Source: an optimization exercise on an open RTL-to-GDS flow (aim: small area). Production flows keep margins and buffers that such runs may drop. Only simulation tests tie the RTL to the original design; equivalence was not proved. Power and IR drop assume default switching activity.

## job 6448
## memoria_fpga_top
module memoria_fpga_top (
    input  logic        clk50,
    input  logic [3:0]  SW,
    input  logic        KEY0_n,
    input  logic        KEY1_n,
    input  logic        RESET_n,
    output logic        vgaclk,
    output logic        hsync, vsync,
    output logic        sync_b, blank_b,
    output logic [7:0]  r, g, b,
    output logic        LED_P1,
    output logic        LED_P2,
    output logic [3:0]  P1_PAIRS,
    output logic [3:0]  P2_PAIRS,
    output logic [6:0]  HEX0,
    output logic [6:0]  HEX1,
    output logic [6:0]  HEX2
);
clock: 80.0 ns
lec_check: 0
abc_area: 1
cap_margin: 20
core_margin: 2
core_utilization: 70
cts_buf_list: sky130_fd_sc_hd__clkbuf_4
place_density: 0.85
slew_margin: 20
run.sh (not shown) runs the stock make flow with config.mk's settings and CLKGATE_MAP_FILE= SYNTH_SCRIPT=/design/flow/synth_recipe.tcl, a recipe that flattens the netlist after the stock synthesis.
No stage failed in job 6448, and the final checks on the layout all came back clean.
[inputs] job 6843 vs job 6448
-- flow/config.mk --
<<< job 6448, line 12
export CTS_BUF_LIST = sky130_fd_sc_hd__clkbuf_4
>>> job 6843, line 12
export CTS_BUF_LIST = sky130_fd_sc_hd__clkbuf_8
Results
Switching share of total power in job 6843 is 0.53 points below job 6448.
Job 6843 and job 6448 ended up with nearly the same reported combinational group power.
On count of final hold-check violations, job 6448 tracks job 6843 almost exactly.
Setup slack for job 6843: 120 ps up relative to job 6448
For power density over the cells, dividing the value from job 6843 by the value from job 6448 gives 1.07.
met2 routing resource usage after global routing in job 6843 is 1.0 points higher than in job 6448
#### Input delta (job 2576 over job 6843)
-- flow/config.mk --
<<< job 6843, line 13
>>> job 2576, line 13
export CTS_CLUSTER_DIAMETER = 100
export CTS_CLUSTER_SIZE = 40
## What came out
Re summed instance area of the synthesized netlist: no difference whatsoever between job 2576 and job 6843. Reported for job 2576 and job 6843, sequential cell count turned out identical to the last digit. From job 6843 to job 2576 the numbers moved as follows: non-clock buffer count ~0 delta; mean number of vias per cell ~0 delta.
For job 2791, these inputs were changed with respect to job 2576:
-- flow/config.mk --
<<< job 2576, line 11
export CORE_UTILIZATION = 70
>>> job 2791, line 11
export CORE_UTILIZATION = 80
<<< job 2576, line 13
export CTS_CLUSTER_DIAMETER = 100
export CTS_CLUSTER_SIZE = 40
export PLACE_DENSITY = 0.85
>>> job 2791, line 13
export CTS_CLUSTER_DIAMETER = 60
export CTS_CLUSTER_SIZE = 25
export PLACE_DENSITY = 0.9
[summary]
- Comparing job 2791 and job 2576, the lower total power was measured on job 2576.
- As far as relative area change from synthesis to final layout is concerned, job 2576 and job 2791 perform about the same.
- [compare] base=job 2576 new=job 2791: number of flip-flops and latches now sits at about the same level, time the final worst path needs with I/O delays and setup now larger, buffer share of cell area closely matched the old numbers.
- Job 2791 closes out successfully: all stages finished, all timing, DRC and antenna checks passed.
- Final cell count is higher on job 2576
- Diff job 2791..job 2576 | final design area excluding fillers | negligible
- The setup slack of job 2791 falls short of that of job 2576 by 150 ps.
- Higher first-iteration detailed-routing DRC count among job 2791 and job 2576: job 2791

---

== 10-13 ==
memoria_fpga_top, a different RTL version from the one above (not shown whole).
For scale: roughly 880 cells after synthesis, about 68 I/O pins, about 0.0077 mm^2 of cells after synthesis.
==> flow/config.mk <==
export PLATFORM = sky130hd
export DESIGN_NAME = memoria_fpga_top
export DESIGN_NICKNAME = memoria_fpga_top
export VERILOG_FILES = /design/flow/design.v
export SDC_FILE = /design/flow/constraint.sdc
export NUM_CORES = 4
export LEC_CHECK = 0
export ABC_AREA = 1
export CAP_MARGIN = 20
export CORE_MARGIN = 2
export CORE_UTILIZATION = 70
export PLACE_DENSITY = 0.85
export SLEW_MARGIN = 20
==> flow/constraint.sdc <==
create_clock -name core_clock -period 80.0 [get_ports {clk50}]
set_input_delay 16.0000 -clock core_clock [delete_from_list [all_inputs] [get_ports {clk50}]]
set_output_delay 16.0000 -clock core_clock [all_outputs]
set_load 0.01 [all_outputs]
standard.sh (not shown) runs the stock make flow with config.mk's settings and CLKGATE_MAP_FILE= SYNTH_SCRIPT=/design/flow/synth_recipe.tcl, a recipe that flattens the netlist after the stock synthesis.
==> flow/flow/run.sh <==
#!/bin/bash
# Own layout flow:
#  1. the standard synthesis (standard.sh synth), unchanged;
#  2. the combinational logic of that netlist re-mapped by ABC with an
#     area-oriented script (flow/remap.tcl: two rounds of &deepsyn then
#     &nf), four runs with different random seeds in parallel, keeping the
#     smallest result;
#     every register instance is kept with its name and cell;
#  3. the standard floorplan, placement, CTS and routing (standard.sh) on
#     the re-mapped netlist, with the port buffers made from buf_1 and a
#     clock tree of clkbuf_8 buffers without dummy balancing loads.
# Each step's full output goes to a log file of its own in this folder
# (ORFS's own per-step logs are under orfs/logs/).
set -euo pipefail
W=$(pwd)
R=$W/orfs/results/$FLOW_PLATFORM/memoria_fpga_top/base
YOSYS=$FLOW_HOME/../tools/install/yosys/bin/yosys
LIB=$FLOW_HOME/platforms/$FLOW_PLATFORM/lib/sky130_fd_sc_hd__tt_025C_1v80.lib

bash standard.sh synth > log_1_standard_synth.txt 2>&1
cp "$R/1_2_yosys.v" "$W/synth_standard.v"

for s in 1 2 3 4; do
    ABC_SCRIPT="+strash;&get,-n;&deepsyn,-T,90,-S,$s;&put;&get,-n;&dch,-f;&nf,-R,1000,-p;&put;strash;&get,-n;&deepsyn,-T,90,-S,$s;&put;&get,-n;&dch,-f;&nf,-R,1000,-p;&put;topo" \
    LIB=$LIB IN=$W/synth_standard.v OUT=$W/remap_$s.v TOP=$FLOW_TOP \
    DONT_USE="$(cat flow/dont_use.txt)" \
        "$YOSYS" -c flow/remap.tcl > log_2_remap_$s.txt 2>&1 &
done
wait
best=""; besta=""
for s in 1 2 3 4; do
    a=$(awk '/Chip area/ {print $NF}' "$W/remap_$s.v.stat")
    echo "seed $s: area $a" >> log_2_remap_pick.txt
    if [[ -z "$best" ]] || awk -v a="$a" -v b="$besta" 'BEGIN {exit !(a < b)}'; then best=$s; besta=$a; fi
done
echo "picked seed $best" >> log_2_remap_pick.txt
cp "$W/remap_$best.v" "$R/1_2_yosys.v"
rm -f "$R/1_synth.odb" "$R/1_synth.sdc"

BUFFER_PORTS_ARGS="-buffer_cell sky130_fd_sc_hd__buf_1" \
CTS_ARGS="-sink_clustering_enable -repair_clock_nets -buf_list sky130_fd_sc_hd__clkbuf_8 -dont_use_dummy_load" \
    bash standard.sh > log_3_standard_layout.txt 2>&1
==> flow/flow/remap.tcl <==
# Re-maps the combinational logic of the standard synthesis netlist with an
# area-oriented ABC script. Every register instance is kept as it is (same
# name, same cell). Environment: LIB, IN, OUT, TOP, DONT_USE.
yosys -import
read_liberty -ignore_miss_func $::env(LIB)
read_verilog $::env(IN)
hierarchy -top $::env(TOP)
setattr -mod -set keep_hierarchy 1 sky130_fd_sc_hd__df* sky130_fd_sc_hd__edf* sky130_fd_sc_hd__sdf* sky130_fd_sc_hd__dl*
flatten
opt_clean -purge
techmap
opt -fast
set du {}
foreach c $::env(DONT_USE) { lappend du -dont_use $c }
set script "+strash;&get,-n;&deepsyn,-T,60;&put;&get,-n;&dch,-f;&nf,-R,1000,-p;&put;topo"
if {[info exists ::env(ABC_SCRIPT)]} { set script $::env(ABC_SCRIPT) }
abc -liberty $::env(LIB) {*}$du -script $script
opt_clean -purge
hilomap -singleton -hicell sky130_fd_sc_hd__conb_1 HI -locell sky130_fd_sc_hd__conb_1 LO
insbuf -buf sky130_fd_sc_hd__buf_1 A X
splitnets
opt_clean -purge
# plain names for the internal nets (ports keep theirs)
yosys rename -hide w:* i:* o:* %u %d
tee -o $::env(OUT).stat stat -liberty $::env(LIB) $::env(TOP)
select $::env(TOP)
write_verilog -noattr -nohex -nodec -selected $::env(OUT)
Other scripts of this flow, unchanged in this note and not shown: flow/flow/dont_use.txt
### 10-13 -> 10-05
==> flow/flow/run.sh <==
#!/bin/bash
# Own layout flow:
#  1. the standard synthesis (standard.sh synth), unchanged;
#  2. the combinational logic of that netlist re-mapped by ABC with an
#     area-oriented script (flow/remap.tcl: three rounds of &deepsyn then
#     &nf with SAT-based area recovery), eight runs with different random seeds, four at a time, keeping the
#     smallest result;
#     every register instance is kept with its name and cell;
#  3. the standard floorplan, placement, CTS and routing (standard.sh) on
#     the re-mapped netlist, with the port buffers made from buf_1 and a
#     clock tree of clkbuf_4 buffers without dummy balancing loads.
# Each step's full output goes to a log file of its own in this folder
# (ORFS's own per-step logs are under orfs/logs/).
set -euo pipefail
W=$(pwd)
R=$W/orfs/results/$FLOW_PLATFORM/memoria_fpga_top/base
YOSYS=$FLOW_HOME/../tools/install/yosys/bin/yosys
LIB=$FLOW_HOME/platforms/$FLOW_PLATFORM/lib/sky130_fd_sc_hd__tt_025C_1v80.lib

bash standard.sh synth > log_1_standard_synth.txt 2>&1
cp "$R/1_2_yosys.v" "$W/synth_standard.v"

MAP="&get,-n;&dch,-f;&nf,-R,1000,-p,-F,8,-A,4,-a;&put"
for batch in "1 2 3 4" "5 6 7 8"; do
    for s in $batch; do
        SYN="&get,-n;&deepsyn,-T,90,-S,$s;&put"
        ABC_SCRIPT="+strash;$SYN;$MAP;strash;$SYN;$MAP;strash;$SYN;$MAP;topo" \
        LIB=$LIB IN=$W/synth_standard.v OUT=$W/remap_$s.v TOP=$FLOW_TOP \
        DONT_USE="$(cat flow/dont_use.txt)" \
            "$YOSYS" -c flow/remap.tcl > log_2_remap_$s.txt 2>&1 &
    done
    wait
done
best=""; besta=""
for s in 1 2 3 4 5 6 7 8; do
    [[ -f "$W/remap_$s.v.stat" && -s "$W/remap_$s.v" ]] || { echo "seed $s: failed" >> log_2_remap_pick.txt; continue; }
    a=$(awk '/Chip area/ {print $NF}' "$W/remap_$s.v.stat")
    echo "seed $s: area $a" >> log_2_remap_pick.txt
    if [[ -z "$best" ]] || awk -v a="$a" -v b="$besta" 'BEGIN {exit !(a < b)}'; then best=$s; besta=$a; fi
done
if [[ -n "$best" ]]; then
    echo "picked seed $best" >> log_2_remap_pick.txt
    cp "$W/remap_$best.v" "$R/1_2_yosys.v"
    rm -f "$R/1_synth.odb" "$R/1_synth.sdc"
else
    echo "no re-mapped netlist; keeping the standard one" >> log_2_remap_pick.txt
fi

BUFFER_PORTS_ARGS="-buffer_cell sky130_fd_sc_hd__buf_1" \
CTS_ARGS="-sink_clustering_enable -repair_clock_nets -buf_list sky130_fd_sc_hd__clkbuf_4 -dont_use_dummy_load" \
    bash standard.sh > log_3_standard_layout.txt 2>&1
==> comparison <==
Delta (10-05 minus 10-13): total number of H-tree levels was more or less identical, combinational share of power went up by 1.9 points, area of all placed cells without fillers now smaller, cell count after synthesis has remained practically unchanged, met3 routed wirelength dropped about 16%.
Re switching share of power: 10-05 and 10-13 aren't equal, and the lower value belongs to 10-13.
Total combinational power, 10-05 and 10-13: smaller value in 10-13
Per the comparison of 10-05 with 10-13, number of instances in the placed design stayed essentially flat, sequential fraction of total cell area went up by 0.75 points, share of the cycle needed by the critical path after routing essentially unchanged.

## re-timing with driven ports
The results above use ideal ports. As a check the final layouts listed here were re-extracted and re-timed, cells and wires unchanged. Step 1: set_driving_cell puts a clkbuf_16 on clk50 and a buf_2 on each other input, an assumption about the parent block. Step 2, shift: input delay + t, output delay - t, t = (earliest + latest rising clock arrival at the registers) / 2. This alone moves slack from input paths to output paths. Three values: ideal, step 1, step 2; two values: the first two.
run | t (ns) | setup WS [ns] | worst hold slack (ns) | latest minus earliest clock arrival (ns)
job 6448 | 0.596 | 61.183 / 61.148 / 61.709 | 0.369 / 0.369 / 0.369 | 0.022 / 0.022
job 6843 | 0.494 | 61.304 / 61.266 / 61.714 | 0.364 / 0.364 / 0.364 | 0.018 / 0.018
job 2576 | 0.494 | 61.304 / 61.266 / 61.714 | 0.364 / 0.364 / 0.364 | 0.018 / 0.018
job 2791 | 0.513 | 61.155 / 61.116 / 61.366 | 0.362 / 0.362 / 0.362 | 0.021 / 0.020
10-13 | 0.472 | 61.733 / 61.696 / 61.347 | 0.350 / 0.350 / 0.350 | 0.021 / 0.022
10-05 | 0.551 | 61.697 / 61.660 / 61.326 | 0.331 / 0.331 / 0.331 | 0.038 / 0.038
After both steps setup and hold are still met in every run listed. For 10-13, which loses most, drivers alone change the setup slack by -0.037 ns; drivers and shift together by -0.386 ns.
